This is an optimization exercise on Yosys and OpenROAD, whose aim is small area, a short achievable clock period and few clock cycles per item, not a production implementation.
The RTL was checked by simulation tests, not by an equivalence proof against the original design.

==> run a: inputs <==
// fm_3d_ru_span_setup
module fm_3d_ru_span_setup (
    clk_core,
    rst_x,
    i_valid,
    i_aa_mode,
    i_x_l,
    i_y_l,
    i_z_l,
    i_iw_l,
    i_param00_l,
    i_param01_l,
    i_param02_l,
    i_param03_l,
    i_param10_l,
    i_param11_l,
    i_param12_l,
    i_param13_l,
    i_x_r,
    i_y_r,
    i_z_r,
    i_iw_r,
    i_param00_r,
    i_param01_r,
    i_param02_r,
    i_param03_r,
    i_param10_r,
    i_param11_r,
    i_param12_r,
    i_param13_r,
    o_ack,
    i_param0_en,
    i_param1_en,
    i_param0_size,
    i_param1_size,
    o_idle,
    o_valid,
    o_aa_mode,
    o_kind,
    o_initial_val,
    o_step_val,
    o_delta_a,
    o_y,
    o_end_flag,
    o_end_x,
    i_busy
);
==> flow/config.mk <==
export PLATFORM = sky130hd
export DESIGN_NAME = fm_3d_ru_span_setup
export DESIGN_NICKNAME = fm_3d_ru_span_setup
export VERILOG_FILES = /design/flow/design.v
export SDC_FILE = /design/flow/constraint.sdc
export NUM_CORES = 4
export LEC_CHECK = 0
export ABC_AREA = 1
export CAP_MARGIN = 20
export CORE_MARGIN = 2
export CORE_UTILIZATION = 40
export PLACE_DENSITY = 0.6
export SETUP_SLACK_MARGIN = 4.5
export SLEW_MARGIN = 20
==> flow/constraint.sdc <==
create_clock -name core_clock -period 10.0 [get_ports {clk_core}]
set_input_delay 2.0000 -clock core_clock [delete_from_list [all_inputs] [get_ports {clk_core}]]
set_output_delay 2.0000 -clock core_clock [all_outputs]
set_load 0.01 [all_outputs]
run.sh (not shown) runs the stock make flow with config.mk's settings and CLKGATE_MAP_FILE= SYNTH_SCRIPT=/design/flow/synth_recipe.tcl, a recipe that flattens the netlist after the stock synthesis.
==> run b (differences from run a) <==
Settings changed: SETUP_SLACK_MARGIN 4.5 to 5.
==> impl_metrics.toml <==
[drt]
drt_iter0_markers = 3420

[setup_path]
r2r_cells = 24
r2r_slack_ps = 5030
crit_cells = 18
cp-startpoint = "r5_pl$_DFFE_PN_"

[final_layout]
multi_input_area_um2 = 22360
synthToLayoutAreaGrowth_pct = 24.52
sh_seq_area_pct = 28.87
nets = 6195

[timing]
tightest_slew_ps = 1027
period_needed_ps = 5405
holdWs_ps = 417.1

[outcome]
outcome = "no timing/DRC/antenna violations"

[place]
hpwl_um = 121300

[grt]
grt_max_degree = 146
Source of the figures above: run b

==> impl_metrics.toml <==
[timing]
tightest_slew_ps = 1191
period_needed_ps = 5456

[setup_path]
r2r_slack_ps = 4670
cp_slowest_stage_delay_ps = 410
cp-startpoint = "r5_ps[0]$_DFFE_PN_"

[final_layout]
synthToLayoutAreaGrowth_pct = 23.07
nets = 6161
multi_input_area_um2 = 22050
sh_seq_area_pct = 29.21

[cts]
clock_sinks = 475
clk_path_buf_depth = 3

[outcome]
outcome = "no timing/DRC/antenna violations"

[drt]
top_layer = "met5"
drt_iter0_markers = 2797

[place]
hpwl_um = 121400

[grt]
grt_max_degree = 154

[logic_synthesis]
yosys.area_share.simple_pct = 19.95
Source of the figures above: run a

Testbench counts of run a, summed over its fixed seeds: cycles 37,790, spans 4,800.
Testbench counts of run b, summed over its fixed seeds: cycles 37,790, spans 4,800.

========
==> exp/maple <==
fm_3d_ru_span_setup, a different RTL version from the one above (not shown whole).
// fm_3d_ru_span_setup
module fm_3d_ru_span_setup (
    clk_core,
    rst_x,
    i_valid,
    i_aa_mode,
    i_x_l,
    i_y_l,
    i_z_l,
    i_iw_l,
    i_param00_l,
    i_param01_l,
    i_param02_l,
    i_param03_l,
    i_param10_l,
    i_param11_l,
    i_param12_l,
    i_param13_l,
    i_x_r,
    i_y_r,
    i_z_r,
    i_iw_r,
    i_param00_r,
    i_param01_r,
    i_param02_r,
    i_param03_r,
    i_param10_r,
    i_param11_r,
    i_param12_r,
    i_param13_r,
    o_ack,
    i_param0_en,
    i_param1_en,
    i_param0_size,
    i_param1_size,
    o_idle,
    o_valid,
    o_aa_mode,
    o_kind,
    o_initial_val,
    o_step_val,
    o_delta_a,
    o_y,
    o_end_flag,
    o_end_x,
    i_busy
);
    input         clk_core;
    input         rst_x;
    input         i_valid;
    input         i_aa_mode;
    input  [20:0] i_x_l;
    input  [8:0]  i_y_l;
    input  [20:0] i_z_l;
    input  [20:0] i_iw_l;
    input  [20:0] i_param00_l;
    input  [20:0] i_param01_l;
    input  [20:0] i_param02_l;
    input  [20:0] i_param03_l;
    input  [20:0] i_param10_l;
    input  [20:0] i_param11_l;
    input  [20:0] i_param12_l;
    input  [20:0] i_param13_l;
    input  [20:0] i_x_r;
    input  [8:0]  i_y_r;
    input  [20:0] i_z_r;
    input  [20:0] i_iw_r;
    input  [20:0] i_param00_r;
    input  [20:0] i_param01_r;
    input  [20:0] i_param02_r;
    input  [20:0] i_param03_r;
    input  [20:0] i_param10_r;
    input  [20:0] i_param11_r;
    input  [20:0] i_param12_r;
    input  [20:0] i_param13_r;
    output        o_ack;
    input         i_param0_en;
    input         i_param1_en;
    input  [1:0]  i_param0_size;
    input  [1:0]  i_param1_size;
    output        o_idle;
    output        o_valid;
    output        o_aa_mode;
    output [3:0]  o_kind;
    output [21:0] o_initial_val;
    output [21:0] o_step_val;
    output [21:0] o_delta_a;
    output [8:0]  o_y;
    output        o_end_flag;
    output [20:0] o_end_x;
    input         i_busy;
    reg    [3:0]  r_idx;
    reg           r_last;       
    reg           r_p0en, r_p1en;
    reg    [1:0]  r_p0s, r_p1s;
    reg           r_pres;       
    reg    [30:0] r_ctx0, r_ctx1;
    reg           r_wp, r_rp;
  ...
clock: 10.0 ns
lec_check: 0
abc_area: 1
cap_margin: 20
core_margin: 2
core_utilization: 55
cts_buf_list: sky130_fd_sc_hd__clkbuf_4 sky130_fd_sc_hd__clkbuf_8
place_density: 0.65
setup_slack_margin: 5
slew_margin: 20
standard.sh (not shown) runs the stock make flow with config.mk's settings and CLKGATE_MAP_FILE= SYNTH_SCRIPT=/design/flow/synth_recipe.tcl, a recipe that flattens the netlist after the stock synthesis.
==> flow/flow/run.sh <==
#!/bin/bash
# The standard layout (the standard.sh: ORFS synthesis to final layout)
# with these changes to how it is built:
#  - after the standard synthesis, fapol.py flips the polarity of full
#    adders in the synthesized netlist where that removes inverters
#    (a full adder is self-dual); registers and their names are untouched;
#  - the port buffers that placement inserts are the smallest buffer cell
#    instead of ORFS's default choice (the resizer still upsizes them where
#    timing needs it);
#  - clock tree synthesis runs with ORFS's usual arguments and buffer list
#    but without dummy loads.
# Each tool's output goes to a log file here: flow_synth.log,
# flow_fapol.log and flow_make.log; ORFS keeps each step's own log under
# orfs/logs/.
set -euo pipefail
ARGS=(
  BUFFER_PORTS_ARGS="-buffer_cell sky130_fd_sc_hd__buf_1"
  CTS_ARGS="-sink_clustering_enable -repair_clock_nets -dont_use_dummy_load -buf_list {sky130_fd_sc_hd__clkbuf_4 sky130_fd_sc_hd__clkbuf_8}"
)
RES=orfs/results/${FLOW_PLATFORM:-sky130hd}/fm_3d_ru_span_setup/base
bash standard.sh "${ARGS[@]}" synth > flow_synth.log 2>&1
python3 flow/fapol.py $RES/1_2_yosys.v > flow_fapol.log 2>&1
rm -f $RES/1_synth.odb $RES/1_synth.sdc
bash standard.sh "${ARGS[@]}" finish > flow_make.log 2>&1
Other scripts of this flow, unchanged in this note and not shown: flow/flow/fapol.py
==> inputs of exp/raven, as changes to exp/maple <==
- GPL_TIMING_DRIVEN: not set -> 0
==> metrics.yaml <==
finish:
  diodes: 49
  multi_input_area_share_pct: 48.0
worst_setup_path:
  critical-path-slowest-cell: "nor2_1"
  timing.rr.start: "r_idx[0]"
  cp.depth: 20
place:
  placed_cells: 6233
grt:
  grt_usage_pct: 42.2
status:
  status: "complete, no violations"
Source of the figures above: exp/raven

==> metrics.yaml <==
worst_setup_path:
  arrival_ps: 2880
  timing.rr.start: "r2_xp[0]"
  cp.depth: 5
  timing.rr.end: "r3_diff[1]"
min_path:
  worst_hold_path.endpoint: "r5_init[16]"
finish:
  sh_seq_area_pct: 34.8
  diodes: 41
  flops_and_latches: 523
  final_core_util_pct: 61.4
grt:
  grt_usage_pct: 37.6
status:
  status: "complete, no violations"
place:
  placed_cells: 6040
Source of the figures above: exp/maple

Testbench counts of exp/maple, summed over its fixed seeds: cycles 37,798, spans 4,800.
Testbench counts of exp/raven, summed over its fixed seeds: cycles 37,798, spans 4,800.

## re-timing with driven ports
No port has a modelled driver above. Below, the same layouts with a new extraction and two added sets of constraints. Step 1 sets driving cells, clkbuf_16 on the clock port and buf_2 on the other inputs (assumed; they add their load-dependent delay and slew). Step 2 moves the port delays by t, midway between the first and last clock arrival at a register: inputs arrive t later, outputs are due t later. That takes back most of the time a late clock gives input paths. Slacks: ideal / step 1 / step 2; pairs: ideal / step 1.
| run | t, ns | setup WS [ns] | clock arrival spread, ns | slew at the worst register clock pin (ns) | pins driven straight from the clock port |
|---|---|---|---|---|---|
| run a | 0.692 | 4.544 / 4.466 / 4.447 | 0.036 / 0.037 | 0.06 / 0.06 | 1 |
| run b | 0.734 | 4.595 / 4.515 / 4.567 | 0.047 / 0.047 | 0.07 / 0.07 | 1 |
| exp/maple | 0.743 | 5.121 / 5.085 / 4.582 | 0.126 / 0.126 | 0.06 / 0.06 | 1 |
| exp/raven | 0.759 | 5.064 / 5.064 / 4.725 | 0.107 / 0.106 | 0.07 / 0.07 | 1 |
After both steps setup and hold are still met in every run listed. The setup slack of exp/maple, which loses most, moves by -0.036 ns with the drivers and by -0.539 ns with both steps.
